Context: an optimization exercise on an open-source flow, tuned for small area. The choices shown serve that exercise and are no tape-out recipe. In this exercise RTL edits were held to simulation tests only and were not proved equivalent to the original. Power and IR drop assume default switching activity.

<file path="flow/design.v">
`timescale 1ns / 1ps
module addsub #(
    parameter W = 8
) (
    input  [W-1:0] a,
    input  [W-1:0] b,
    input          sub,
    output [W-1:0] s
);
    logic [W:0] c;
    logic [W-1:0] bb;
    assign c[0] = sub;
    assign bb = b ^ {W{sub}};
    genvar i;
    generate
        for (i = 0; i < W; i++) begin : g
            assign s[i] = a[i] ^ bb[i] ^ c[i];
            assign c[i+1] = (a[i] & bb[i]) | (c[i] & (a[i] ^ bb[i]));
        end
    endgenerate
endmodule
module addsmall #(
    parameter W = 12,
    parameter K = 6
) (
    input  [W-1:0] a,
    input  [K-1:0] b,
    input          sub,
    output [W-1:0] s
);
    logic [K:0] c;
    logic [K-1:0] bb;
    logic t;
    assign c[0] = sub;
    assign bb = b ^ {K{sub}};
    assign t = b[K-1] ^ sub;       
    genvar i;
    generate
        for (i = 0; i < K; i++) begin : lo
            assign s[i] = a[i] ^ bb[i] ^ c[i];
            assign c[i+1] = (a[i] & bb[i]) | (c[i] & (a[i] ^ bb[i]));
        end
    endgenerate
    logic [W-K:0] all1, any1;
    assign all1[0] = 1'b1;
    assign any1[0] = 1'b0;
    generate
        for (i = K; i < W; i++) begin : hi
            assign all1[i-K+1] = all1[i-K] & a[i];
            assign any1[i-K+1] = any1[i-K] | a[i];
            assign s[i] = a[i] ^ t ^ (t ? (c[K] | any1[i-K]) : (c[K] & all1[i-K]));
        end
    endgenerate
endmodule
module addfast #(
    parameter W = 12,
    parameter K = 6
) (
    input  [W-1:0] a,
    input  [K-1:0] b,
    input          sub,
    output [W-1:0] s
);
    localparam LG = (K + 1 > 8) ? 4 : (K + 1 > 4) ? 3 : (K + 1 > 2) ? 2 : 1;
    logic [K-1:0] bb, pp, gg;
    logic t;
    assign bb = b ^ {K{sub}};
    assign t = b[K-1] ^ sub;       
    logic [K:0] G [0:LG];
    logic [K:0] P [0:LG];
    assign G[0] = {(a[K-1:0] & bb), sub};
    assign P[0] = {(a[K-1:0] ^ bb), 1'b0};
    genvar l, i;
    generate
        for (l = 0; l < LG; l++) begin : lev
            for (i = 0; i <= K; i++) begin : node
                if (((i >> l) & 1) == 1) begin : comb
                    localparam integer J = ((i >> l) << l) - 1;
                    assign G[l+1][i] = G[l][i] | (P[l][i] & G[l][J]);
                    assign P[l+1][i] = P[l][i] & P[l][J];
                end else begin : pass
                    assign G[l+1][i] = G[l][i];
                    assign P[l+1][i] = P[l][i];
                end
            end
        end
    endgenerate
    logic [K:0] c;
    assign c = G[LG];
    assign s[K-1:0] = (a[K-1:0] ^ bb) ^ c[K-1:0];
    logic [W-K:0] all1, any1;
    assign all1[0] = 1'b1;
    assign any1[0] = 1'b0;
    generate
        for (i = K; i < W; i++) begin : hi
            assign all1[i-K+1] = all1[i-K] & a[i];
            assign any1[i-K+1] = any1[i-K] | a[i];
            assign s[i] = a[i] ^ t ^ (t ? (c[K] | any1[i-K]) : (c[K] & all1[i-K]));
        end
    endgenerate
endmodule
module addfast2 #(
    parameter W = 12,
    parameter K = 6
) (
    input  [W-1:0] a,
    input  [K-1:0] b,
    input          sub,
    output [W-1:0] s
);
    localparam LG = (K + 1 > 8) ? 4 : (K + 1 > 4) ? 3 : (K + 1 > 2) ? 2 : 1;
    localparam U = W - K;
    localparam LU = (U > 8) ? 4 : (U > 4) ? 3 : (U > 2) ? 2 : (U > 1) ? 1 : 0;
    logic [K-1:0] bb;
    logic t;
    assign bb = b ^ {K{sub}};
    assign t = b[K-1] ^ sub;
    logic [K:0] G [0:LG];
    logic [K:0] P [0:LG];
    assign G[0] = {(a[K-1:0] & bb), sub};
    assign P[0] = {(a[K-1:0] ^ bb), 1'b0};
    genvar l, i;
    generate
        for (l = 0; l < LG; l++) begin : lev
            for (i = 0; i <= K; i++) begin : node
                if (((i >> l) & 1) == 1) begin : comb
                    localparam integer J = ((i >> l) << l) - 1;
                    assign G[l+1][i] = G[l][i] | (P[l][i] & G[l][J]);
                    assign P[l+1][i] = P[l][i] & P[l][J];
                end else begin : pass
                    assign G[l+1][i] = G[l][i];
                    assign P[l+1][i] = P[l][i];
                end
            end
        end
    endgenerate
    logic [K:0] c;
    assign c = G[LG];
    assign s[K-1:0] = (a[K-1:0] ^ bb) ^ c[K-1:0];
    logic [U-1:0] O [0:LU];
    logic [U-1:0] Z [0:LU];
    assign O[0] = a[W-1:K];
    assign Z[0] = ~a[W-1:K];
    generate
        for (l = 0; l < LU; l++) begin : ulev
            for (i = 0; i < U; i++) begin : unode
                if (((i >> l) & 1) == 1) begin : comb
                    localparam integer J = ((i >> l) << l) - 1;
                    assign O[l+1][i] = O[l][i] & O[l][J];
                    assign Z[l+1][i] = Z[l][i] & Z[l][J];
                end else begin : pass
                    assign O[l+1][i] = O[l][i];
                    assign Z[l+1][i] = Z[l][i];
                end
            end
        end
    endgenerate
    wire inc = c[K] & ~t;
    wire dec = ~c[K] & t;
    assign s[K] = a[K] ^ inc ^ dec;
    generate
        for (i = 1; i < U; i++) begin : hi
            assign s[K+i] = a[K+i] ^ ((inc & O[LU][i-1]) | (dec & Z[LU][i-1]));
        end
    endgenerate
endmodule
module addfast3 #(
    parameter W = 12,
    parameter K = 6
) (
    input  [W-1:0] a,
    input  [K-1:0] b,
    input          sub,
    output [W-1:0] s
);
    localparam LG = (K + 1 > 8) ? 4 : (K + 1 > 4) ? 3 : (K + 1 > 2) ? 2 : 1;
    localparam U = W - K;
    localparam LU = (U > 8) ? 4 : (U > 4) ? 3 : (U > 2) ? 2 : (U > 1) ? 1 : 0;
    logic [K-1:0] bb;
    logic t;
    assign bb = b ^ {K{sub}};
    assign t = b[K-1] ^ sub;
    logic [K:0] G [0:LG];
    logic [K:0] P [0:LG];
    assign G[0] = {(a[K-1:0] & bb), sub};
    assign P[0] = {(a[K-1:0] ^ bb), 1'b0};
    genvar l, i;
    generate
        for (l = 0; l < LG; l++) begin : lev
            for (i = 0; i <= K; i++) begin : node
                if (((i >> l) & 1) == 1) begin : comb
                    localparam integer J = ((i >> l) << l) - 1;
                    assign G[l+1][i] = G[l][i] | (P[l][i] & G[l][J]);
                    assign P[l+1][i] = P[l][i] & P[l][J];
                end else begin : pass
                    assign G[l+1][i] = G[l][i];
                    assign P[l+1][i] = P[l][i];
                end
            end
        end
    endgenerate
    logic [K:0] c;
    assign c = G[LG];
    assign s[K-1:0] = (a[K-1:0] ^ bb) ^ c[K-1:0];
    logic [U-1:0] O [0:LU];
    assign O[0] = a[W-1:K] ^ {U{t}};
    generate
        for (l = 0; l < LU; l++) begin : ulev
            for (i = 0; i < U; i++) begin : unode
                if (((i >> l) & 1) == 1) begin : comb
                    localparam integer J = ((i >> l) << l) - 1;
                    assign O[l+1][i] = O[l][i] & O[l][J];
                end else begin : pass
                    assign O[l+1][i] = O[l][i];
                end
            end
        end
    endgenerate
    wire inc = c[K] ^ t;
    assign s[K] = a[K] ^ inc;
    generate
        for (i = 1; i < U; i++) begin : hi
            assign s[K+i] = a[K+i] ^ (inc & O[LU][i-1]);
        end
    endgenerate
endmodule
`timescale 1ns / 1ps
module phase_controller (
    input clock,
    input reset,
    output [3:0] code,
    output [7:0] w,
    output [1:0] quadrant
);
    logic [3:0] cd;
    logic [7:0] wr;
    logic [5:0] c;
    logic e, r;
    logic [1:0] q;
    wire pre = (cd == 4'd0);
    wire endq = (cd == 4'd14) && (wr == 8'h1d || wr == 8'h1e);
    logic [7:0] up1, up2;           
    logic [7:0] upw, upw1;          
    assign up1 = ({8{cd == 0}} & 8'he)
            | ({8{cd == 1}} & 8'h7e)
            | ({8{cd == 2}} & 8'h7e)
            | ({8{cd == 3}} & 8'h76)
            | ({8{cd == 4}} & 8'h7f)
            | ({8{cd == 5}} & 8'h7e)
            | ({8{cd == 6}} & 8'h7f)
            | ({8{cd == 7}} & 8'h40)
            | ({8{cd == 8}} & 8'h7f)
            | ({8{cd == 9}} & 8'h7e)
            | ({8{cd == 10}} & 8'h7e)
            | ({8{cd == 11}} & 8'h76)
            | ({8{cd == 12}} & 8'h7f)
            | ({8{cd == 13}} & 8'h7e);
    assign up2 = ({8{cd == 0}} & 8'hd)
            | ({8{cd == 1}} & 8'h7d)
            | ({8{cd == 2}} & 8'h7d)
            | ({8{cd == 3}} & 8'h75)
            | ({8{cd == 4}} & 8'h7e)
            | ({8{cd == 5}} & 8'h7d)
            | ({8{cd == 6}} & 8'h7e)
            | ({8{cd == 7}} & 8'h3f)
            | ({8{cd == 8}} & 8'h7e)
            | ({8{cd == 9}} & 8'h7d)
            | ({8{cd == 10}} & 8'h7d)
            | ({8{cd == 11}} & 8'h75)
            | ({8{cd == 12}} & 8'h7e)
            | ({8{cd == 13}} & 8'h7d);
    assign upw = ({8{cd == 4'd2 || cd == 4'd6 || cd == 4'd8 || cd == 4'd10}} & 8'h80)
            | ({8{cd == 4'd1 || cd == 4'd4 || cd == 4'd5 || cd == 4'd9 || cd == 4'd12 || cd == 4'd13}} & 8'h81)
            | ({8{cd == 4'd3 || cd == 4'd11}} & 8'h88)
            | ({8{cd == 4'd7}} & 8'hbf)
            | ({8{cd == 4'd0}} & 8'he1);
    assign upw1 = ({8{cd == 4'd2 || cd == 4'd6 || cd == 4'd8 || cd == 4'd10}} & 8'h81)
            | ({8{cd == 4'd1 || cd == 4'd4 || cd == 4'd5 || cd == 4'd9 || cd == 4'd12 || cd == 4'd13}} & 8'h82)
            | ({8{cd == 4'd3 || cd == 4'd11}} & 8'h89)
            | ({8{cd == 4'd7}} & 8'hc0)
            | ({8{cd == 4'd0}} & 8'he2);
    wire hit1 = ((wr == 8'h0e) && (cd == 4'd0))
        || ((wr == 8'h40) && (cd == 4'd7))
        || ((wr == 8'h76) && (cd == 4'd3 || cd == 4'd11))
        || ((wr == 8'h7e) && (cd == 4'd1 || cd == 4'd2 || cd == 4'd5 || cd == 4'd9 || cd == 4'd10 || cd == 4'd13))
        || ((wr == 8'h7f) && (cd == 4'd4 || cd == 4'd6 || cd == 4'd8 || cd == 4'd12));
    wire hit2 = ((wr == 8'h0d) && (cd == 4'd0))
        || ((wr == 8'h3f) && (cd == 4'd7))
        || ((wr == 8'h75) && (cd == 4'd3 || cd == 4'd11))
        || ((wr == 8'h7d) && (cd == 4'd1 || cd == 4'd2 || cd == 4'd5 || cd == 4'd9 || cd == 4'd10 || cd == 4'd13))
        || ((wr == 8'h7e) && (cd == 4'd4 || cd == 4'd6 || cd == 4'd8 || cd == 4'd12));
    wire xing = (cd != 4'd14) && (hit1 || (e && hit2));
    wire over = e && hit1;             
    logic [7:0] w_step;
    wire g1 = e | wr[0];
    assign w_step[0] = wr[0] ^ ~e;
    assign w_step[1] = wr[1] ^ g1;
    genvar k;
    generate
        for (k = 2; k < 8; k++) begin : ws
            assign w_step[k] = wr[k] ^ (g1 & (&wr[k-1:1]));
        end
    endgenerate
    logic [5:0] c_next;
    wire c_big = (c >= 6'd25);
    addsub #(.W(6)) uc (.a(c), .b(c_big ? 6'd11 : 6'd14), .sub(c_big), .s(c_next));
    always_ff @(posedge clock) begin
        if (reset || pre) begin
            c <= '0;
            e <= 1'b0;
            r <= 1'b0;
        end
        else begin
            r <= endq;
            if (r)
                c <= '0;
            else begin
                c <= c_next;
                e <= c_big;
            end
        end
    end
    always_ff @(posedge clock) begin
        if (reset) begin
            q <= 2'd0;
            cd <= 4'd0;
            wr <= 8'd0;
        end
        else if (endq) begin
            q <= q + 2'd1;
            cd <= 4'd1;
            wr <= 8'he1;
        end
        else if (xing) begin
            cd <= cd + 4'd1;
            wr <= over ? upw1 : upw;
        end
        else
            wr <= w_step;
    end
    assign code = cd;
    assign w = wr;
    assign quadrant = q;
endmodule
`timescale 1ns / 1ps
module cordic (
    input clock,
    input reset,
    output signed [12:0] sine,
    output signed [12:0] cosine
);
    logic [3:0] code;
    logic [7:0] w;
    logic [1:0] q;
    phase_controller pc (.clock(clock), .reset(reset), .code(code), .w(w), .quadrant(q));
    wire [9:0] dirs_ac = {code, ~w[7], w[6:2]};
    wire tie1 = q[0] && (code == 4'd12) && (w == 8'h88);
    wire tie2 = q[0] && (code == 4'd4) && (w == 8'h88);
    wire [9:0] dirs_a = tie1 ? 10'b0100000010 : tie2 ? 10'b1100000010 : dirs_ac ^ {10{q[0]}};
    logic [10:0] x8, y8;
    wire [6:0] ts = dirs_a[9:3];
    wire sw = ts[6];
    wire [5:0] tj = ts[5:0] ^ {6{sw}};
    logic [10:0] ta, tb;
    assign ta[0] = (~tj[2] & tj[4] & ~tj[5]) | (~tj[2] & ~tj[3] & ~tj[4]) | (tj[1] & tj[2] & tj[3] & ~tj[4]) | (tj[2] & ~tj[3] & tj[4] & tj[5]) | (~tj[1] & ~tj[2] & ~tj[3]) | (~tj[1] & ~tj[4] & ~tj[5]);
    assign ta[1] = (tj[0] & ~tj[1] & ~tj[2] & ~tj[5]) | (tj[1] & tj[2] & ~tj[5]) | (~tj[0] & tj[1] & ~tj[5]) | (tj[0] & ~tj[3] & ~tj[4]) | (tj[2] & ~tj[3] & ~tj[4]) | (~tj[0] & ~tj[2] & tj[3] & ~tj[4]) | (tj[0] & ~tj[1] & tj[2] & ~tj[4] & tj[5]) | (~tj[0] & tj[1] & ~tj[3] & tj[4]) | (tj[0] & ~tj[1] & tj[2] & ~tj[3] & tj[5]) | (~tj[0] & ~tj[1] & tj[3] & tj[4] & tj[5]) | (tj[1] & ~tj[4] & ~tj[5]) | (~tj[0] & tj[1] & tj[2] & tj[4]) | (~tj[1] & ~tj[2] & tj[3] & tj[4] & tj[5]);
    assign ta[2] = (tj[0] & ~tj[1] & tj[2] & ~tj[5]) | (tj[0] & tj[1] & ~tj[2] & ~tj[5]) | (~tj[1] & tj[2] & tj[3] & ~tj[5]) | (tj[0] & ~tj[1] & ~tj[2] & ~tj[4]) | (tj[1] & tj[2] & tj[4] & tj[5]) | (~tj[0] & tj[2] & ~tj[3] & tj[5]) | (~tj[0] & tj[1] & ~tj[2] & ~tj[4]) | (~tj[0] & tj[1] & ~tj[3] & ~tj[5]) | (~tj[1] & ~tj[2] & ~tj[3] & tj[4] & tj[5]) | (~tj[0] & ~tj[2] & tj[3] & tj[4] & tj[5]) | (~tj[0] & ~tj[2] & ~tj[3] & ~tj[5]) | (tj[0] & ~tj[1] & tj[2] & tj[3] & tj[4]);
    assign ta[3] = (tj[1] & ~tj[3] & ~tj[5]) | (tj[0] & tj[3] & ~tj[5]) | (~tj[0] & tj[1] & ~tj[3] & ~tj[4]) | (tj[0] & tj[1] & tj[3] & ~tj[4]) | (tj[2] & tj[3] & ~tj[4]) | (~tj[0] & tj[2] & tj[3] & tj[5]) | (~tj[1] & ~tj[2] & tj[3] & tj[4] & tj[5]) | (~tj[0] & ~tj[1] & tj[2] & ~tj[3] & tj[4]) | (tj[0] & ~tj[1] & tj[2] & ~tj[3] & tj[5]);
    assign ta[4] = (~tj[4] & ~tj[5]) | (~tj[1] & ~tj[2] & ~tj[3] & ~tj[5]) | (tj[1] & tj[2] & ~tj[3] & ~tj[5]) | (tj[0] & tj[1] & tj[3] & ~tj[5]) | (tj[1] & ~tj[2] & ~tj[3] & ~tj[4]) | (~tj[0] & tj[3] & ~tj[4]) | (~tj[0] & ~tj[2] & tj[5]) | (~tj[0] & ~tj[1] & tj[3] & ~tj[5]) | (tj[0] & tj[2] & tj[4] & tj[5]) | (~tj[0] & tj[1] & tj[3] & tj[5]) | (tj[0] & ~tj[1] & tj[2] & ~tj[3] & tj[5]);
    assign ta[5] = (~tj[4] & ~tj[5]) | (~tj[2] & ~tj[3] & ~tj[5]) | (~tj[0] & tj[2] & tj[3] & ~tj[5]) | (tj[1] & ~tj[2] & ~tj[3] & ~tj[4]) | (~tj[1] & tj[3] & ~tj[4]) | (~tj[1] & ~tj[2] & ~tj[3] & tj[4]) | (tj[0] & tj[1] & tj[2] & tj[4] & tj[5]) | (tj[1] & ~tj[2] & tj[3] & tj[4] & tj[5]) | (~tj[1] & tj[2] & ~tj[5]) | (~tj[0] & ~tj[1] & tj[2] & ~tj[3]) | (tj[0] & tj[1] & ~tj[2] & ~tj[5]) | (tj[0] & ~tj[1] & tj[2] & tj[3]);
    assign ta[6] = (~tj[4] & ~tj[5]) | (~tj[3] & ~tj[5]) | (~tj[1] & ~tj[2] & ~tj[5]) | (tj[1] & ~tj[3] & ~tj[4]) | (tj[2] & ~tj[4]) | (~tj[1] & tj[2] & ~tj[3]) | (~tj[0] & tj[2] & ~tj[3]) | (~tj[0] & ~tj[1] & tj[2] & tj[5]) | (tj[1] & ~tj[2] & tj[3] & tj[4] & tj[5]) | (~tj[0] & ~tj[2] & ~tj[5]);
    assign ta[7] = (~tj[5]) | (~tj[1] & ~tj[2] & ~tj[3]) | (tj[2] & tj[3]) | (tj[1] & ~tj[2] & tj[4]);
    assign ta[8] = (~tj[5]) | (~tj[3] & ~tj[4]) | (~tj[2] & ~tj[4]) | (tj[2] & tj[3] & tj[4]) | (tj[1] & ~tj[2] & tj[3]);
    assign ta[9] = (~tj[5]) | (~tj[4]) | (~tj[3]) | (~tj[1] & ~tj[2]);
    assign ta[10] = 1'b1;
    assign tb[0] = (tj[2] & tj[3] & tj[4] & ~tj[5]) | (tj[3] & ~tj[4] & tj[5]) | (~tj[3] & tj[4] & tj[5]) | (tj[1] & ~tj[2] & tj[5]);
    assign tb[1] = (~tj[0] & ~tj[1] & ~tj[2] & ~tj[5]) | (tj[0] & ~tj[1] & tj[2] & ~tj[5]) | (~tj[0] & tj[1] & tj[2] & ~tj[3]) | (tj[0] & ~tj[1] & tj[2] & tj[3]) | (~tj[0] & tj[1] & tj[2] & ~tj[4]) | (tj[0] & tj[1] & ~tj[2] & tj[4]) | (tj[0] & ~tj[2] & tj[4] & tj[5]) | (tj[1] & tj[2] & ~tj[3] & tj[5]) | (~tj[2] & ~tj[4] & ~tj[5]) | (tj[0] & tj[1] & tj[3] & tj[4]) | (~tj[1] & ~tj[2] & tj[3] & tj[4] & tj[5]) | (tj[0] & ~tj[1] & ~tj[2] & ~tj[3] & tj[5]);
    assign tb[2] = (tj[1] & ~tj[4] & ~tj[5]) | (~tj[1] & ~tj[2] & ~tj[3] & ~tj[5]) | (tj[0] & tj[1] & tj[3] & ~tj[5]) | (tj[0] & ~tj[1] & ~tj[3] & ~tj[4]) | (tj[0] & tj[2] & ~tj[4]) | (tj[1] & ~tj[2] & ~tj[3] & tj[4] & tj[5]) | (~tj[1] & ~tj[2] & tj[3] & tj[4] & tj[5]) | (~tj[0] & ~tj[1] & tj[3] & tj[5]) | (~tj[0] & tj[1] & ~tj[2] & tj[5]) | (~tj[0] & ~tj[1] & tj[2] & tj[4] & ~tj[5]) | (~tj[0] & tj[1] & ~tj[2] & ~tj[3]);
    assign tb[3] = (tj[0] & ~tj[4] & ~tj[5]) | (tj[1] & ~tj[4] & ~tj[5]) | (~tj[3] & ~tj[5]) | (~tj[0] & ~tj[2] & ~tj[5]) | (tj[0] & tj[1] & tj[2]) | (~tj[0] & ~tj[2] & ~tj[3] & tj[4]) | (tj[0] & tj[3] & tj[4] & tj[5]) | (tj[1] & ~tj[2] & ~tj[3] & ~tj[4]) | (tj[0] & ~tj[1] & ~tj[2] & tj[3]) | (~tj[0] & ~tj[1] & tj[3] & ~tj[4] & tj[5]) | (tj[0] & ~tj[2] & ~tj[3] & ~tj[4]) | (tj[0] & tj[2] & ~tj[3] & tj[4]) | (~tj[0] & ~tj[1] & tj[2] & ~tj[3] & ~tj[4]);
    assign tb[4] = (~tj[0] & ~tj[1] & ~tj[4] & ~tj[5]) | (tj[0] & ~tj[1] & tj[4] & tj[5]) | (~tj[0] & tj[1] & tj[2] & tj[4] & tj[5]) | (tj[0] & tj[1] & tj[2] & tj[3] & tj[4]) | (~tj[2] & tj[3] & ~tj[4] & tj[5]) | (tj[0] & tj[1] & tj[2] & ~tj[4] & tj[5]) | (~tj[0] & ~tj[1] & ~tj[2] & ~tj[3] & tj[5]) | (~tj[0] & tj[1] & ~tj[2] & tj[3] & tj[5]);
    assign tb[5] = (~tj[0] & ~tj[5]) | (tj[0] & ~tj[1] & ~tj[3] & ~tj[4]) | (~tj[0] & tj[3] & ~tj[4]) | (tj[1] & tj[2] & tj[3] & tj[5]) | (~tj[0] & tj[1] & tj[2] & tj[4]) | (tj[1] & tj[2] & tj[3] & tj[4]) | (tj[0] & ~tj[2] & tj[4] & tj[5]) | (tj[0] & ~tj[2] & ~tj[3] & ~tj[4]) | (~tj[0] & ~tj[1] & ~tj[2] & tj[3]);
    assign tb[6] = (tj[0] & ~tj[1] & ~tj[5]) | (~tj[0] & tj[1] & ~tj[5]) | (tj[1] & ~tj[3] & ~tj[4]) | (~tj[0] & ~tj[1] & tj[3] & ~tj[4] & tj[5]) | (~tj[1] & ~tj[3] & tj[4] & tj[5]) | (tj[1] & ~tj[2] & tj[3] & tj[4] & tj[5]) | (~tj[0] & tj[1] & tj[2] & ~tj[3]) | (tj[0] & tj[1] & tj[2] & tj[3] & tj[4]) | (tj[0] & tj[1] & ~tj[2] & ~tj[4] & tj[5]);
    assign tb[7] = (tj[0] & tj[1] & tj[2] & ~tj[4] & ~tj[5]) | (~tj[1] & ~tj[2] & ~tj[5]) | (tj[0] & tj[1] & tj[2] & ~tj[3] & ~tj[5]) | (~tj[2] & ~tj[3] & ~tj[4]) | (~tj[0] & ~tj[1] & tj[2] & tj[3] & tj[5]) | (tj[1] & ~tj[2] & ~tj[3] & tj[5]) | (~tj[1] & tj[2] & tj[4] & tj[5]) | (~tj[0] & ~tj[2] & ~tj[5]) | (tj[0] & ~tj[2] & ~tj[4] & tj[5]) | (~tj[0] & tj[2] & tj[4] & tj[5]) | (tj[1] & ~tj[2] & ~tj[4] & tj[5]);
    assign tb[8] = (tj[0] & tj[1] & ~tj[3] & ~tj[5]) | (tj[2] & ~tj[3] & ~tj[5]) | (~tj[1] & ~tj[2] & tj[3]) | (tj[2] & ~tj[3] & ~tj[4]) | (~tj[0] & ~tj[2] & tj[3]) | (~tj[2] & tj[3] & tj[5]) | (tj[3] & tj[4] & tj[5]) | (~tj[0] & ~tj[1] & tj[3] & tj[5]) | (tj[0] & tj[1] & tj[2] & ~tj[3]);
    assign tb[9] = (tj[0] & tj[1] & tj[3] & tj[4] & ~tj[5]) | (~tj[3] & ~tj[4]) | (~tj[2] & ~tj[4] & tj[5]) | (tj[2] & tj[3] & tj[4] & ~tj[5]) | (~tj[0] & ~tj[1] & ~tj[4] & tj[5]);
    assign tb[10] = (tj[0] & tj[2] & tj[3] & tj[5]) | (tj[1] & tj[2] & tj[3] & tj[5]) | (tj[4] & tj[5]);
    assign x8 = sw ? tb : ta;
    assign y8 = sw ? ta : tb;
    logic [9:0] dirs_r1;
    logic [1:0] q_r1;
    logic [10:0] x_r1;
    logic [10:0] y_r1;
    always_ff @(posedge clock) begin
        dirs_r1 <= dirs_a;
        q_r1 <= q;
        x_r1 <= x8;
        y_r1 <= y8;
    end
    logic [10:0] x9, y9;
    addfast2 #(.W(11), .K(4)) ux9 (.a(11'(x_r1)), .b(4'(y_r1 >> 8)), .sub(dirs_r1[2]), .s(x9));
    addfast2 #(.W(11), .K(4)) uy9 (.a(11'(y_r1)), .b(4'(x_r1 >> 8)), .sub(~dirs_r1[2]), .s(y9));
    logic [10:0] x10, y10;
    addsmall #(.W(11), .K(3)) ux10 (.a(11'(x9)), .b(3'(y9 >> 9)), .sub(dirs_r1[1]), .s(x10));
    addsmall #(.W(11), .K(3)) uy10 (.a(11'(y9)), .b(3'(x9 >> 9)), .sub(~dirs_r1[1]), .s(y10));
    logic [9:0] dirs_r2;
    logic [1:0] q_r2;
    logic [10:0] x_r2;
    logic [10:0] y_r2;
    always_ff @(posedge clock) begin
        dirs_r2 <= dirs_r1;
        q_r2 <= q_r1;
        x_r2 <= x10;
        y_r2 <= y10;
    end
    wire mx = q_r2[0] ^ q_r2[1];
    wire my = q_r2[1];
    wire bx = y_r2[10];
    wire by = x_r2[10];
    logic signed [2:0] ax, ay;
    assign ax = mx ? (dirs_r2[0] ? 3'd1 + {2'b00, bx} : 3'd1 - {2'b00, bx}) : (dirs_r2[0] ? 3'd0 - {2'b00, bx} : {2'b00, bx});
    assign ay = my ? (dirs_r2[0] ? 3'd1 - {2'b00, by} : 3'd1 + {2'b00, by}) : (dirs_r2[0] ? {2'b00, by} : 3'd0 - {2'b00, by});
    logic [10:0] rx, ry;
    addfast2 #(.W(11), .K(3)) ux11 (.a(x_r2 ^ {11{mx}}), .b(ax), .sub(1'b0), .s(rx));
    addfast2 #(.W(11), .K(3)) uy11 (.a(y_r2 ^ {11{my}}), .b(ay), .sub(1'b0), .s(ry));
    assign cosine = {1'b0, ~mx, rx};
    assign sine = {1'b0, ~my, ry};
endmodule
</file>
<file path="flow/run.sh">
#!/bin/bash
# synth_recipe.tcl (not shown) runs the flow's synth.tcl, then flattens the netlist and writes it again
# the make line also repeats each setting of config.mk as NAME=value (left out here)
make -C /OpenROAD-flow-scripts/flow DESIGN_CONFIG=/design/flow/config.mk WORK_HOME=/design/flow/orfs CLKGATE_MAP_FILE= SYNTH_SCRIPT=/design/flow/synth_recipe.tcl finish
</file>
<file path="flow/config.mk">
export PLATFORM = sky130hd
export DESIGN_NAME = cordic
export DESIGN_NICKNAME = cordic
export VERILOG_FILES = /design/flow/design.v
export SDC_FILE = /design/flow/constraint.sdc
export NUM_CORES = 4
export LEC_CHECK = 0
export ABC_AREA = 1
export CAP_MARGIN = 20
export CORE_MARGIN = 2
export CORE_UTILIZATION = 40
export CTS_BUF_LIST = sky130_fd_sc_hd__clkbuf_8
export GPL_TIMING_DRIVEN = 1
export PLACE_DENSITY = 0.7
export SLEW_MARGIN = 20
</file>
<file path="flow/constraint.sdc">
create_clock -name core_clock -period 5.0 [get_ports {clock}]
set_input_delay 1.0000 -clock core_clock [delete_from_list [all_inputs] [get_ports {clock}]]
set_output_delay 1.0000 -clock core_clock [all_outputs]
set_load 0.01 [all_outputs]
</file>
==> results of run 1 <==
worst max-delay path, stage by stage (launching register included):
cell,delay [ns]
sky130_fd_sc_hd__dfxtp_1,0.33
sky130_fd_sc_hd__buf_4,0.23
sky130_fd_sc_hd__nand2_1,0.08
sky130_fd_sc_hd__nand2_1,0.21
sky130_fd_sc_hd__buf_4,0.26
sky130_fd_sc_hd__xnor2_1,0.14
sky130_fd_sc_hd__inv_1,0.06
sky130_fd_sc_hd__ha_1,0.31
sky130_fd_sc_hd__nand2_1,0.08
sky130_fd_sc_hd__nor2_1,0.04
sky130_fd_sc_hd__a211oi_1,0.26
sky130_fd_sc_hd__nand2_1,0.15
sky130_fd_sc_hd__inv_1,0.11
sky130_fd_sc_hd__nand4_1,0.13
sky130_fd_sc_hd__o21ai_0,0.20
sky130_fd_sc_hd__nand2_1,0.07
sky130_fd_sc_hd__nand2_1,0.05
sky130_fd_sc_hd__clkdlybuf4s50_1,0.52
routing by layer:
metal	up-vias	wire length [um]	global-route usage
li1	3196	-	-
met5	-	0	0
met4	0	410	0.0749
met1	2670	6810	0.234
met2	213	6790	0.285
met3	33	1120	0.0305
cell usage after synthesis (6+ instances only):
master / n
sky130_fd_sc_hd__nand3_1: 70
sky130_fd_sc_hd__ha_1: 18
sky130_fd_sc_hd__nand2_2: 16
sky130_fd_sc_hd__nor2_1: 108
sky130_fd_sc_hd__dfxtp_1: 74
sky130_fd_sc_hd__inv_2: 6
sky130_fd_sc_hd__buf_6: 11
sky130_fd_sc_hd__buf_2: 7
sky130_fd_sc_hd__fa_1: 13
sky130_fd_sc_hd__a21oi_1: 26
sky130_fd_sc_hd__o21ai_0: 44
sky130_fd_sc_hd__nor3_1: 17
sky130_fd_sc_hd__inv_1: 124
sky130_fd_sc_hd__nand2_1: 294
sky130_fd_sc_hd__xor2_1: 60
sky130_fd_sc_hd__xnor2_1: 26
sky130_fd_sc_hd__nor2_2: 16
sky130_fd_sc_hd__o21ai_1: 13
sky130_fd_sc_hd__nand4_1: 11
report_power, final:
| part | internal (W) | leakage [nW] | switching [W] | total (W) |
|---|---|---|---|---|
| sequential | 0.000594 | 0.598 | 0.00000416 | 0.000598 |
| combinational | 0.0000265 | 2.86 | 0.0000292 | 0.0000557 |
| clock | 0.000285 | 0.106 | 0.000224 | 0.000509 |
metrics by stage:
step | setup WS (ns) | power (W)
floorplan | 0.723 | 0.000647
global placement | 0.587 | 0.000667
detailed placement | 0.437 | 0.000668
CTS | 0.375 | 0.00118
global route | 0.0711 | 0.00121
finish | 0.429 | 0.00116
state kept, by name, indices dropped and copies added (netlist names):
| signal | count |
|---|---|
| pc.wr | 8 |
| pc.c | 6 |
| dirs_r1 | 3 |
| x_r2 | 11 |
| x_r1 | 11 |
| pc.q | 2 |
| q_r2 | 2 |
| pc.cd | 4 |
| y_r1 | 11 |
| q_r1 | 2 |
| dirs_r2 | 1 |
| pc.r | 1 |
| pc.e | 1 |
| y_r2 | 11 |
worst max-delay path by stage:
| stage | cells past startpoint | to |
|---|---|---|
| 5_1_grt | 16 | cosine[9] |
| 3_5_place_dp | 18 | y_r2[5]$_DFF_P_ |
| 3_3_place_gp | 18 | y_r2[5]$_DFF_P_ |
| 6_report | 17 | cosine[10] |
| 2_1_floorplan | 19 | y_r2[5]$_DFF_P_ |
| 4_1_cts | 17 | cosine[10] |
cell type report:
| type | count | area [um^2] | share of cell area |
|---|---|---|---|
| Multi-Input combinational cell | 783 | 4280 | 0.609 |
| Sequential cell | 74 | 1480 | 0.211 |
| Inverter | 131 | 492 | 0.0700 |
| Timing Repair Buffer | 29 | 280 | 0.0399 |
| Tap cell | 216 | 270 | 0.0385 |
| Clock buffer | 9 | 124 | 0.0176 |
| Clock inverter | 7 | 101 | 0.0144 |
cells in the final DEF, fill, tap and decap left out, drive strengths merged, types with 5 or more instances in the layout:
cell,n
a21oi,26
nor3,17
ha,18
o21ai,57
dfxtp,74
o211ai,5
inv,132
or2,5
fa,13
clkdlybuf4s50,25
nand3,71
nand2,315
nand4,11
xor2,61
a31oi,5
xnor2,26
clkbuf,9
nor2,125
cells by family after synthesis:
| logic type | after synthesis | share of synthesized area |
|---|---|---|
| AND/OR/NAND/NOR | 551 | 0.366 |
| adder cells (fa/ha/maj) | 31 | 0.0750 |
| multiplexers | 2 | 0.00309 |
| flip-flops | 74 | 0.229 |
| AO/OA/AOI/OAI | 110 | 0.0943 |
| other | 1 | 0.000579 |
| XOR/XNOR | 87 | 0.121 |
| buffers and inverters | 163 | 0.112 |
==> impl_metrics.xml, run 1 <==
<?xml version="1.0" encoding="UTF-8"?>
<metrics>
  <group name="setup_path">
    <metric name="crit_type" unit="">flip-flop to primary output</metric>
    <metric name="wp_data_arrival" unit="ns">3.57</metric>
    <metric name="timing.critical_path.required" unit="ns">4.00</metric>
    <metric name="timing.reg2reg.setup_slack" unit="ns">0.52</metric>
    <metric name="r2r.worst_path.cells" unit="">19</metric>
    <metric name="crit_start" unit="">q_r2[1]$_DFF_P_</metric>
    <metric name="regToRegStartpoint" unit="">dirs_r1[2]$_SDFF_PP0_</metric>
    <metric name="worstReg2RegEnd" unit="">y_r2[5]$_DFF_P_</metric>
    <metric name="timing.critical_path.from_type" unit="">flip-flop</metric>
    <metric name="critPathMaxFanout" unit="">14</metric>
    <metric name="critical_path_end_type" unit="">primary output</metric>
  </group>
  <group name="synth">
    <metric name="synth-main-ff-cell" unit="">sky130_fd_sc_hd__dfxtp_1</metric>
    <metric name="async_set_or_reset_register_ratio_after_synthesis" unit="">0</metric>
    <metric name="yosys.area.top_type_share" unit="">0.229</metric>
    <metric name="synthesized_instance_count" unit="">1019</metric>
    <metric name="yosysTopAreaCell" unit="">sky130_fd_sc_hd__dfxtp_1</metric>
    <metric name="synth_register_bits" unit="">74</metric>
    <metric name="post_synth_num_cell_types" unit="">46</metric>
    <metric name="syn_area" unit="mm^2">0.00647</metric>
    <metric name="number_of_synthesis_warnings" unit="">12</metric>
    <metric name="synth.top_cells.by_area" unit="">sky130_fd_sc_hd__dfxtp_1 23%, sky130_fd_sc_hd__nand2_1 17%, sky130_fd_sc_hd__xor2_1 8.1%</metric>
    <metric name="synth_sequential_area_ratio" unit="">0.229</metric>
    <metric name="synth_enable_flop_cells" unit="">0</metric>
    <metric name="synth_area_per_cell" unit="um^2">6.35</metric>
  </group>
  <group name="placed_design">
    <metric name="post-dp-hpwl" unit="mm">11.7</metric>
    <metric name="placed_cell_areas" unit="mm^2">0.00680</metric>
    <metric name="dp.cells" unit="">1233</metric>
    <metric name="gp_congestion" unit="">1.03</metric>
    <metric name="place.port_buffers" unit="">25</metric>
  </group>
  <group name="cts">
    <metric name="cts_hold_buf" unit="">0</metric>
    <metric name="htree_levels" unit="">3</metric>
    <metric name="clock_pin_slew_on_the_worst_setup_and_hold_paths" unit="ns">0.08</metric>
    <metric name="number_of_cts_inserted_buffers" unit="">9</metric>
    <metric name="cts_num_sinks" unit="">74</metric>
    <metric name="postcts_resize_cnt" unit="">0</metric>
    <metric name="cts_tree" unit="">done</metric>
    <metric name="bufs_on_longest_clock_path" unit="">2</metric>
    <metric name="worst_skew_pair.late_latency" unit="ns">0.35</metric>
    <metric name="root_buffer" unit="">sky130_fd_sc_hd__clkbuf_8</metric>
    <metric name="number_of_buffers_added_for_setup_after_cts" unit="">0</metric>
  </group>
  <group name="finish">
    <metric name="antenna_cell_count" unit="">0</metric>
    <metric name="area_delta_synth_final" unit="%">8.52</metric>
    <metric name="drive_gt1_frac" unit="">0.0697</metric>
    <metric name="layout.nets" unit="">1061</metric>
    <metric name="finish.instance_area" unit="mm^2">0.00703</metric>
    <metric name="fillers" unit="">1658</metric>
    <metric name="post-route-util" unit="">0.444</metric>
    <metric name="final_cell_count_no_fill" unit="">1249</metric>
  </group>
  <group name="grt">
    <metric name="grt_pass1_vias" unit="">5517</metric>
    <metric name="grt_remaining_overflow" unit="">0</metric>
    <metric name="globalRouteTotalUtil" unit="">0.177</metric>
    <metric name="wire_length_of_the_first_global_routing_pass" unit="mm">25.7</metric>
    <metric name="grt_max_degree" unit="">35</metric>
    <metric name="grt_antenna_before_repair" unit="">0</metric>
  </group>
  <group name="power_and_ir_drop">
    <metric name="leakage" unit="nW">3.56</metric>
    <metric name="maximum_vdd_drop" unit="mV">0.133</metric>
    <metric name="power_per_cell_area" unit="mW/mm^2">165</metric>
  </group>
  <group name="min_path">
    <metric name="min_from" unit="">q_r1[0]$_DFF_P_</metric>
    <metric name="min-delay-path-class" unit="">flip-flop to flip-flop</metric>
    <metric name="holdPathStages" unit="">0</metric>
    <metric name="min_to" unit="">q_r2[0]$_DFF_P_</metric>
  </group>
  <group name="sta">
    <metric name="worst_clock_skew" unit="ns">0.0163</metric>
    <metric name="final-setup-viol-count" unit="">0</metric>
    <metric name="rsz0062_at_grt" unit="">no</metric>
    <metric name="final-max-slew-violation-count" unit="">0</metric>
    <metric name="tightestPinTransition" unit="ns">0.799</metric>
    <metric name="report.final.hold_viol_count" unit="">0</metric>
    <metric name="slew-limit-headroom" unit="">0.466</metric>
    <metric name="max_clock_freq" unit="MHz">219</metric>
    <metric name="hold_slack" unit="ns">0.333</metric>
    <metric name="min_period" unit="ns">4.57</metric>
    <metric name="final_min_period_over_clock_period" unit="">0.914</metric>
    <metric name="setup_tns" unit="ns">0</metric>
  </group>
  <group name="drt">
    <metric name="dr.pass1.iters" unit="">5</metric>
    <metric name="initialDrtViolationCount" unit="">453</metric>
    <metric name="route.antenna.remaining_nets" unit="">0</metric>
    <metric name="residual_drc_count" unit="">0</metric>
    <metric name="drt-wirelength-per-cell" unit="um">12.1</metric>
    <metric name="wirelength" unit="mm">15.1</metric>
    <metric name="detailroute.via_count" unit="">6112</metric>
    <metric name="post_drt_via_cell_ratio" unit="">4.89</metric>
  </group>
  <group name="floorplan">
    <metric name="die_x" unit="um">131</metric>
    <metric name="core_region_area" unit="mm^2">0.0158</metric>
    <metric name="start_util" unit="">0.409</metric>
    <metric name="overall_die_height" unit="um">131</metric>
    <metric name="top_level_ports" unit="">28</metric>
    <metric name="fp-row-count" unit="">46</metric>
    <metric name="floorplan.die_area" unit="mm^2">0.0172</metric>
  </group>
  <group name="status">
    <metric name="outcome" unit="">complete, no violations</metric>
  </group>
  <group name="run">
    <metric name="cap_viol_max_count" unit="">0</metric>
  </group>
</metrics>
==> inputs of run 2 (changes only) <==
--- a/flow/config.mk
+++ b/flow/config.mk
@@ -13,3 +13,3 @@
 export GPL_TIMING_DRIVEN = 1
-export PLACE_DENSITY = 0.7
+export PLACE_DENSITY = 0.8
 export SLEW_MARGIN = 20
==> run 2 against run 1 <==
Worst hold slack better by 0.0025 ns. Combinational power about the same. Critical path depth is 11 higher. First-iteration DRC count up 23%. Die area did not move. Clock-buffer cell count did not move. Global-route usage is 0.65 points higher. Register-to-register slack got worse by 0.09 ns.
==> impl_metrics.xml, run 2 <==
<?xml version="1.0" encoding="UTF-8"?>
<metrics>
  <group name="power_and_ir_drop">
    <metric name="leakage" unit="nW">3.59</metric>
    <metric name="p_comb_frac" unit="">0.047</metric>
    <metric name="clkPwrFrac" unit="">0.452</metric>
    <metric name="internal_power" unit="W">0.000947</metric>
    <metric name="power_per_cell_area" unit="mW/mm^2">169</metric>
    <metric name="seq_power_share" unit="">0.502</metric>
    <metric name="maximum_vdd_drop" unit="mV">0.145</metric>
    <metric name="p_switching" unit="W">0.000244</metric>
    <metric name="power.switching_fraction" unit="">0.205</metric>
  </group>
  <group name="floorplan">
    <metric name="top_level_ports" unit="">28</metric>
    <metric name="floorplan.die_area" unit="mm^2">0.0172</metric>
    <metric name="fp-row-count" unit="">46</metric>
    <metric name="core_region_area" unit="mm^2">0.0158</metric>
    <metric name="start_util" unit="">0.409</metric>
    <metric name="die_x" unit="um">131</metric>
    <metric name="overall_die_height" unit="um">131</metric>
  </group>
  <group name="synth">
    <metric name="async_set_or_reset_register_ratio_after_synthesis" unit="">0</metric>
    <metric name="syn_area" unit="mm^2">0.00647</metric>
    <metric name="synth_area_per_cell" unit="um^2">6.35</metric>
    <metric name="synthesized_instance_count" unit="">1019</metric>
    <metric name="synth_register_bits" unit="">74</metric>
    <metric name="synthMuxAreaShare" unit="">0.00309</metric>
    <metric name="synthTopCellsByCount" unit="">294 x sky130_fd_sc_hd__nand2_1, 124 x sky130_fd_sc_hd__inv_1, 108 x sky130_fd_sc_hd__nor2_1, 74 x sky130_fd_sc_hd__dfxtp_1, 70 x sky130_fd_sc_hd__nand3_1</metric>
    <metric name="post_synth_num_cell_types" unit="">46</metric>
    <metric name="synth_sequential_area_ratio" unit="">0.229</metric>
    <metric name="synth_enable_flop_cells" unit="">0</metric>
    <metric name="number_of_synthesis_warnings" unit="">12</metric>
    <metric name="synth-main-ff-cell" unit="">sky130_fd_sc_hd__dfxtp_1</metric>
    <metric name="yosys.area.top_type_share" unit="">0.229</metric>
    <metric name="synth_area_in_compound_gates" unit="">0.0943</metric>
    <metric name="yosysTopAreaCell" unit="">sky130_fd_sc_hd__dfxtp_1</metric>
    <metric name="synth.top_cells.by_area" unit="">sky130_fd_sc_hd__dfxtp_1 23%, sky130_fd_sc_hd__nand2_1 17%, sky130_fd_sc_hd__xor2_1 8.1%</metric>
    <metric name="synthXorXnorAreaFrac" unit="">0.121</metric>
    <metric name="synth_simple_gate_area_share" unit="">0.366</metric>
    <metric name="synth-adder-area-share" unit="">0.0750</metric>
    <metric name="synthMostInstantiatedCell" unit="">sky130_fd_sc_hd__nand2_1</metric>
    <metric name="synth_top_family_by_area" unit="">simple AND/OR/NAND/NOR gates</metric>
  </group>
  <group name="placed_design">
    <metric name="post-dp-hpwl" unit="mm">11.9</metric>
    <metric name="placed_cell_areas" unit="mm^2">0.00681</metric>
    <metric name="pre_cts_ws" unit="ns">0.433</metric>
    <metric name="place.port_buffers" unit="">25</metric>
    <metric name="gp_congestion" unit="">1.01</metric>
  </group>
  <group name="setup_path">
    <metric name="critPathMaxFanout" unit="">8</metric>
    <metric name="wp_data_arrival" unit="ns">4.80</metric>
    <metric name="critical_path_end_type" unit="">flip-flop</metric>
    <metric name="crit_type" unit="">flip-flop to flip-flop</metric>
    <metric name="path_common_cell" unit="">sky130_fd_sc_hd__nand2_1</metric>
    <metric name="crit_slowest_cell" unit="">sky130_fd_sc_hd__dfxtp_1</metric>
    <metric name="timing.critical_path.from_type" unit="">flip-flop</metric>
    <metric name="worst-path-buf-inv" unit="">5</metric>
    <metric name="timing.critical_path.required" unit="ns">5.23</metric>
    <metric name="largest_stage_delay_worst_path" unit="ns">0.45</metric>
    <metric name="crit_family" unit="">simple AND/OR/NAND/NOR gates</metric>
  </group>
  <group name="drt">
    <metric name="residual_drc_count" unit="">0</metric>
    <metric name="dr.pass1.iters" unit="">5</metric>
    <metric name="route.antenna.remaining_nets" unit="">0</metric>
    <metric name="wirelength" unit="mm">15.4</metric>
    <metric name="post_drt_via_cell_ratio" unit="">4.97</metric>
    <metric name="initialDrtViolationCount" unit="">557</metric>
    <metric name="detailroute.via_count" unit="">6215</metric>
    <metric name="drt-wirelength-per-cell" unit="um">12.4</metric>
  </group>
  <group name="grt">
    <metric name="grt_pass1_vias" unit="">5759</metric>
    <metric name="globalRouteTotalUtil" unit="">0.184</metric>
    <metric name="grt_max_degree" unit="">35</metric>
    <metric name="grt_remaining_overflow" unit="">0</metric>
    <metric name="wire_length_of_the_first_global_routing_pass" unit="mm">26.5</metric>
    <metric name="grt_antenna_before_repair" unit="">0</metric>
  </group>
  <group name="status">
    <metric name="outcome" unit="">complete, no violations</metric>
  </group>
  <group name="cts">
    <metric name="root_buffer" unit="">sky130_fd_sc_hd__clkbuf_8</metric>
    <metric name="worst_skew_pair.late_latency" unit="ns">0.35</metric>
    <metric name="bufs_on_longest_clock_path" unit="">2</metric>
    <metric name="number_of_cts_inserted_buffers" unit="">9</metric>
    <metric name="cts_hold_buf" unit="">0</metric>
    <metric name="cts_tree" unit="">done</metric>
    <metric name="cts_num_sinks" unit="">74</metric>
    <metric name="clock_pin_slew_on_the_worst_setup_and_hold_paths" unit="ns">0.07</metric>
    <metric name="htree_levels" unit="">3</metric>
  </group>
  <group name="finish">
    <metric name="post-route-util" unit="">0.445</metric>
    <metric name="drive_gt1_frac" unit="">0.0696</metric>
    <metric name="antenna_cell_count" unit="">0</metric>
    <metric name="fillers" unit="">1661</metric>
    <metric name="finish.instance_area" unit="mm^2">0.00705</metric>
    <metric name="area.sequential" unit="mm^2">0.00148</metric>
    <metric name="final_cell_mix" unit="">294 x sky130_fd_sc_hd__nand2_1, 126 x sky130_fd_sc_hd__inv_1, 108 x sky130_fd_sc_hd__nor2_1</metric>
    <metric name="area_delta_synth_final" unit="%">8.89</metric>
    <metric name="layout.nets" unit="">1062</metric>
    <metric name="layout_commonest_cell" unit="">sky130_fd_sc_hd__nand2_1</metric>
    <metric name="multi_input_area" unit="mm^2">0.00428</metric>
  </group>
  <group name="sta">
    <metric name="slew-limit-headroom" unit="">0.572</metric>
    <metric name="report.final.hold_viol_count" unit="">0</metric>
    <metric name="worst_clock_skew" unit="ns">0.0163</metric>
    <metric name="tightestPinTransition" unit="ns">0.641</metric>
    <metric name="max_clock_freq" unit="MHz">219</metric>
    <metric name="final_min_period_over_clock_period" unit="">0.914</metric>
    <metric name="rsz0062_at_grt" unit="">no</metric>
    <metric name="worst_setup_slack_after_layout" unit="ns">0.428</metric>
    <metric name="final-max-slew-violation-count" unit="">0</metric>
    <metric name="min_period" unit="ns">4.57</metric>
    <metric name="setup_tns" unit="ns">0</metric>
    <metric name="final-setup-viol-count" unit="">0</metric>
  </group>
  <group name="min_path">
    <metric name="min-delay-path-class" unit="">flip-flop to flip-flop</metric>
  </group>
  <group name="run">
    <metric name="cap_viol_max_count" unit="">0</metric>
  </group>
</metrics>
[run 2: cell counts after synthesis]
Identical to the previous run, type by type.
[run 2: per-stage QoR]
step                total power (W)  hold slack (ns)  instances
floorplan                  0.000647            0.310       1020
global placement           0.000666            0.312       1234
detailed placement         0.000668            0.316       1234
CTS                         0.00121            0.335       1250
global route                0.00124            0.347       1250
finish                      0.00119            0.335       1250
[run 2: area by class of cell]
| cell class | instances | area share |
|---|---|---|
| clock buffer | 9 | 0.0176 |
| clock inverter | 7 | 0.0156 |
| multi-input combinational | 783 | 0.608 |
| inverter | 131 | 0.0698 |
| tap | 216 | 0.0383 |
| timing repair buffer | 30 | 0.0408 |
| sequential | 74 | 0.210 |
[run 2: path summary, 6_finish.rpt]
check	startpoint	end	slack [ns]	cells after the start
min	q_r1[0]$_DFF_P_	q_r2[0]$_DFF_P_	0.34	0
max	dirs_r1[2]$_SDFF_PP0_	x_r2[10]$_DFF_P_	0.43	28
max reg2reg	dirs_r1[2]$_SDFF_PP0_	x_r2[10]$_DFF_P_	0.43	28
min reg2reg	q_r1[0]$_DFF_P_	q_r2[0]$_DFF_P_	0.34	0
[run 2: cells by family after synthesis]
family / Yosys count
compound gates: 110
xor+xnor: 87
fa+ha+maj: 31
buf+inv: 163
flops: 74
mux: 2
other cells: 1
simple gates: 551
[run 2: metal layers]
layer | global-route usage | vias up | wire length, um
met5 | 0 | - | 0
met2 | 0.311 | 203 | 7170
met4 | 0.0670 | 0 | 390
met3 | 0.0363 | 35 | 1040
met1 | 0.231 | 2771 | 6850
li1 | - | 3206 | -
[run 2: power groups by stage]
| stage | sequential, W | clock [W] | combinational (W) |
|---|---|---|---|
| final | 0.000598 | 0.000538 | 0.0000554 |
| after global routing | 0.000598 | 0.000576 | 0.0000625 |
| after CTS | 0.000598 | 0.000553 | 0.0000562 |
| after detailed placement | 0.000612 | 0 | 0.0000559 |
| after global placement | 0.000612 | 0 | 0.0000545 |
| after floorplan | 0.000610 | 0 | 0.0000366 |
[run 2: timing repair]
item                       CTS  global route
resized for setup            0             2
setup endpoints to repair    0             3
hold endpoints to repair     0             0
setup buffers                0             0
==> inputs of run 3 (changes only) <==
--- a/flow/config.mk
+++ b/flow/config.mk
@@ -13,3 +13,3 @@
 export GPL_TIMING_DRIVEN = 1
-export PLACE_DENSITY = 0.8
+export PLACE_DENSITY = 0.6
 export SLEW_MARGIN = 20
==> run 3 against run 2 <==
Power is 10% lower. Area after synthesis stayed put. Cell area is 0.87% lower. Critical path depth is 10 lower. Clock skew is 0.0039 ns higher. Worst setup slack better by 0.099 ns. Register-to-register slack better by 0.099 ns. Clock-buffer cell count is 2 higher. Critical endpoint is now y_r2[5]$_DFF_P_.
==> impl_metrics.xml, run 3 <==
<?xml version="1.0" encoding="UTF-8"?>
<metrics>
  <group name="grt">
    <metric name="grt_busiest_layer" unit="">met2</metric>
    <metric name="globalRouteTotalUtil" unit="">0.182</metric>
    <metric name="grt_remaining_overflow" unit="">0</metric>
    <metric name="grt_max_degree" unit="">35</metric>
    <metric name="use_met1" unit="">0.237</metric>
    <metric name="gr-usage-met3" unit="">0.0316</metric>
    <metric name="wire_length_of_the_first_global_routing_pass" unit="mm">26.2</metric>
    <metric name="grt_pass1_vias" unit="">5601</metric>
    <metric name="grt_antenna_before_repair" unit="">0</metric>
    <metric name="gr_met2_demand_resource" unit="">0.297</metric>
  </group>
  <group name="setup_path">
    <metric name="wp_data_arrival" unit="ns">4.74</metric>
    <metric name="crit_slowest_cell" unit="">sky130_fd_sc_hd__fa_1</metric>
    <metric name="crit_family" unit="">adder cells</metric>
    <metric name="cp_cell_sequence" unit="">xnor2_1, inv_1, ha_1, nand2_1, o21ai_0, fa_1, nor2_1, nand3_1, nor2_1, nor3_1, nor2b_2, o21ai_0, fa_1, fa_1, nor2_1, inv_1, o31ai_1, xor2_1</metric>
    <metric name="timing.critical_path.from_type" unit="">flip-flop</metric>
    <metric name="critPathMaxFanout" unit="">7</metric>
    <metric name="timing.reg2reg.setup_slack" unit="ns">0.53</metric>
    <metric name="largest_stage_delay_worst_path" unit="ns">0.52</metric>
    <metric name="crit_start" unit="">dirs_r1[2]$_SDFF_PP0_</metric>
    <metric name="regToRegStartpoint" unit="">dirs_r1[2]$_SDFF_PP0_</metric>
    <metric name="timing.critical_path.required" unit="ns">5.27</metric>
    <metric name="worst-path-buf-inv" unit="">2</metric>
    <metric name="critical_path_end_type" unit="">flip-flop</metric>
    <metric name="worstReg2RegEnd" unit="">y_r2[5]$_DFF_P_</metric>
    <metric name="crit_type" unit="">flip-flop to flip-flop</metric>
    <metric name="r2r.worst_path.cells" unit="">18</metric>
  </group>
  <group name="sta">
    <metric name="max_clock_freq" unit="MHz">224</metric>
    <metric name="min_period" unit="ns">4.47</metric>
    <metric name="final-setup-viol-count" unit="">0</metric>
    <metric name="worst_clock_skew" unit="ns">0.0202</metric>
    <metric name="report.final.hold_viol_count" unit="">0</metric>
    <metric name="tightestPinTransition" unit="ns">0.651</metric>
    <metric name="rsz0062_at_grt" unit="">no</metric>
    <metric name="slew-limit-headroom" unit="">0.565</metric>
    <metric name="final_min_period_over_clock_period" unit="">0.895</metric>
    <metric name="setup_tns" unit="ns">0</metric>
    <metric name="final-max-slew-violation-count" unit="">0</metric>
  </group>
  <group name="cts">
    <metric name="clock_pin_slew_on_the_worst_setup_and_hold_paths" unit="ns">0.09</metric>
    <metric name="cts_num_sinks" unit="">74</metric>
    <metric name="root_buffer" unit="">sky130_fd_sc_hd__clkbuf_8</metric>
    <metric name="worst_skew_pair.late_latency" unit="ns">0.35</metric>
    <metric name="cts_tree" unit="">done</metric>
    <metric name="cts_hold_buf" unit="">0</metric>
    <metric name="number_of_cts_inserted_buffers" unit="">9</metric>
    <metric name="bufs_on_longest_clock_path" unit="">2</metric>
    <metric name="postcts_resize_cnt" unit="">0</metric>
    <metric name="htree_levels" unit="">3</metric>
    <metric name="number_of_buffers_added_for_setup_after_cts" unit="">0</metric>
  </group>
  <group name="synth">
    <metric name="synth_register_bits" unit="">74</metric>
    <metric name="synth_area_per_cell" unit="um^2">6.35</metric>
    <metric name="synth_enable_flop_cells" unit="">0</metric>
    <metric name="synthesized_instance_count" unit="">1019</metric>
    <metric name="number_of_synthesis_warnings" unit="">12</metric>
    <metric name="synth-main-ff-cell" unit="">sky130_fd_sc_hd__dfxtp_1</metric>
    <metric name="yosysTopAreaCell" unit="">sky130_fd_sc_hd__dfxtp_1</metric>
    <metric name="synth.top_cells.by_area" unit="">sky130_fd_sc_hd__dfxtp_1 23%, sky130_fd_sc_hd__nand2_1 17%, sky130_fd_sc_hd__xor2_1 8.1%</metric>
    <metric name="yosys.area.top_type_share" unit="">0.229</metric>
    <metric name="post_synth_num_cell_types" unit="">46</metric>
    <metric name="synthMostInstantiatedCell" unit="">sky130_fd_sc_hd__nand2_1</metric>
    <metric name="async_set_or_reset_register_ratio_after_synthesis" unit="">0</metric>
    <metric name="syn_area" unit="mm^2">0.00647</metric>
    <metric name="synth_sequential_area_ratio" unit="">0.229</metric>
    <metric name="synthTopCellsByCount" unit="">294 x sky130_fd_sc_hd__nand2_1, 124 x sky130_fd_sc_hd__inv_1, 108 x sky130_fd_sc_hd__nor2_1, 74 x sky130_fd_sc_hd__dfxtp_1, 70 x sky130_fd_sc_hd__nand3_1</metric>
  </group>
  <group name="placed_design">
    <metric name="placed_cell_areas" unit="mm^2">0.00681</metric>
    <metric name="post-dp-hpwl" unit="mm">12.1</metric>
    <metric name="gp_congestion" unit="">0.946</metric>
    <metric name="dp.cells" unit="">1234</metric>
    <metric name="place.port_buffers" unit="">25</metric>
  </group>
  <group name="drt">
    <metric name="wirelength" unit="mm">15.4</metric>
    <metric name="route.antenna.remaining_nets" unit="">0</metric>
    <metric name="post_drt_via_cell_ratio" unit="">4.89</metric>
    <metric name="detailroute.via_count" unit="">6112</metric>
    <metric name="dr.pass1.iters" unit="">5</metric>
    <metric name="initialDrtViolationCount" unit="">446</metric>
    <metric name="residual_drc_count" unit="">0</metric>
    <metric name="drt-wirelength-per-cell" unit="um">12.3</metric>
  </group>
  <group name="power_and_ir_drop">
    <metric name="power_per_cell_area" unit="mW/mm^2">153</metric>
    <metric name="leakage" unit="nW">3.54</metric>
    <metric name="maximum_vdd_drop" unit="mV">0.121</metric>
  </group>
  <group name="finish">
    <metric name="final_cell_count_no_fill" unit="">1249</metric>
    <metric name="finish.instance_area" unit="mm^2">0.00699</metric>
    <metric name="layout.nets" unit="">1062</metric>
    <metric name="layout_commonest_cell" unit="">sky130_fd_sc_hd__nand2_1</metric>
    <metric name="final_cell_mix" unit="">294 x sky130_fd_sc_hd__nand2_1, 124 x sky130_fd_sc_hd__inv_1, 108 x sky130_fd_sc_hd__nor2_1</metric>
    <metric name="area_delta_synth_final" unit="%">7.94</metric>
    <metric name="antenna_cell_count" unit="">0</metric>
    <metric name="drive_gt1_frac" unit="">0.0707</metric>
    <metric name="post-route-util" unit="">0.442</metric>
  </group>
  <group name="status">
    <metric name="outcome" unit="">complete, no violations</metric>
  </group>
  <group name="min_path">
    <metric name="holdPathStages" unit="">0</metric>
    <metric name="min_from" unit="">q_r1[1]$_DFF_P_</metric>
    <metric name="min_to" unit="">q_r2[1]$_DFF_P_</metric>
    <metric name="min-delay-path-class" unit="">flip-flop to flip-flop</metric>
  </group>
  <group name="floorplan">
    <metric name="start_util" unit="">0.409</metric>
    <metric name="overall_die_height" unit="um">131</metric>
    <metric name="die_x" unit="um">131</metric>
    <metric name="core_region_area" unit="mm^2">0.0158</metric>
    <metric name="top_level_ports" unit="">28</metric>
    <metric name="fp-row-count" unit="">46</metric>
    <metric name="floorplan.die_area" unit="mm^2">0.0172</metric>
  </group>
  <group name="run">
    <metric name="cap_viol_max_count" unit="">0</metric>
  </group>
</metrics>
-- run 3: cell counts after synthesis --
No cell type changed its count.
-- run 3: logic make-up (layout without fill, tap and decap cells) --
family,Yosys count,after routing,synth area share
and+or+nand+nor,551,551,0.366
DFF,74,74,0.229
other,1,2,0.000579
AOI/OAI and AO/OA,110,110,0.0943
adders and majority gates,31,31,0.0750
muxes,2,2,0.00309
buffers and inverters,163,176,0.112
xor gates and xnor gates,87,87,0.121
-- run 3: routing by layer --
layer,vias up,wire (um)
met3,31,988
li1,3199,-
met1,2674,7140
met5,-,0
met4,0,399
met2,208,6870
-- run 3: per-stage QoR --
step	worst slack, ns	power [W]	hold slack (ns)
final	0.527	0.00107	0.333
after global routing	0.0376	0.00112	0.345
after CTS	0.407	0.00108	0.334
after detailed placement	0.427	0.000667	0.313
after global placement	0.531	0.000667	0.311
after floorplan	0.723	0.000647	0.310
-- run 3: cell type report --
cell class,count,area [um^2]
inverters,131,492
fillers,1727,8840
multi-input cells,783,4280
well taps,216,270
repair buffers,30,288
clock buffers,11,151
clock inverters,4,27.5
flip-flops and latches,74,1480
-- run 3: where the power goes --
group          switching, W  internal (W)  leakage, nW  total (W)
combinational     0.0000288     0.0000263         2.86  0.0000551
clock              0.000215      0.000204       0.0834   0.000418
sequential       0.00000396      0.000594        0.599   0.000598
total              0.000247      0.000824         3.54    0.00107
-- run 3: how the worst max path moves through the flow --
stage | depth (start not counted) | endpoint | slack [ns]
3_3_place_gp | 18 | y_r2[5]$_DFF_P_ | 0.53
5_1_grt | 28 | x_r2[10]$_DFF_P_ | 0.04
4_1_cts | 18 | y_r2[5]$_DFF_P_ | 0.41
2_1_floorplan | 19 | y_r2[5]$_DFF_P_ | 0.72
6_report | 18 | y_r2[5]$_DFF_P_ | 0.53
3_5_place_dp | 18 | y_r2[5]$_DFF_P_ | 0.43
-- run 3: worst register-to-register path: stages, from the launching register on --
cell                      delay, ns
sky130_fd_sc_hd__dfxtp_2       0.36
sky130_fd_sc_hd__xnor2_1       0.26
sky130_fd_sc_hd__inv_1         0.08
sky130_fd_sc_hd__ha_1          0.29
sky130_fd_sc_hd__nand2_1       0.05
sky130_fd_sc_hd__o21ai_0       0.11
sky130_fd_sc_hd__fa_1          0.48
sky130_fd_sc_hd__nor2_1        0.28
sky130_fd_sc_hd__nand3_1       0.18
sky130_fd_sc_hd__nor2_1        0.15
sky130_fd_sc_hd__nor3_1        0.08
sky130_fd_sc_hd__nor2b_2       0.25
sky130_fd_sc_hd__o21ai_0       0.15
sky130_fd_sc_hd__fa_1          0.45
sky130_fd_sc_hd__fa_1          0.52
sky130_fd_sc_hd__nor2_1        0.19
sky130_fd_sc_hd__inv_1         0.08
sky130_fd_sc_hd__o31ai_1       0.27
sky130_fd_sc_hd__xor2_1        0.16

==> static timing again, ports no longer ideal <==
In the flow no input, the clock included, has a driving cell. The finished layouts below were timed again as built, in two steps.
Step 1 (the two cells are an assumption about what drives the block):
set clk [get_ports {clock}]
set_driving_cell -lib_cell sky130_fd_sc_hd__clkbuf_16 $clk
set_driving_cell -lib_cell sky130_fd_sc_hd__buf_2 [delete_from_list [all_inputs] $clk]
Step 2 adds t to the input delays and takes it off the output delays; t is the mean of the earliest and latest rising clock arrival at the registers after step 1. Input paths then give back, and output paths get back, about the clock's delay inside the block.
a / b / c = no drivers / after step 1 / after step 2; a / b = the first two.
| run | shift t [ns] | setup WS [ns] | hold slack, ns | worst data-port slew with drivers (ns) |
|---|---|---|---|---|
| run 1 | 0.382 | 0.429 / 0.390 / 0.521 | 0.333 / 0.333 / 0.333 | 0.03 |
| run 2 | 0.380 | 0.428 / 0.428 / 0.428 | 0.335 / 0.335 / 0.335 | 0.03 |
| run 3 | 0.371 | 0.527 / 0.527 / 0.527 | 0.333 / 0.333 / 0.333 | 0.03 |
After both steps every run listed still meets setup and hold.
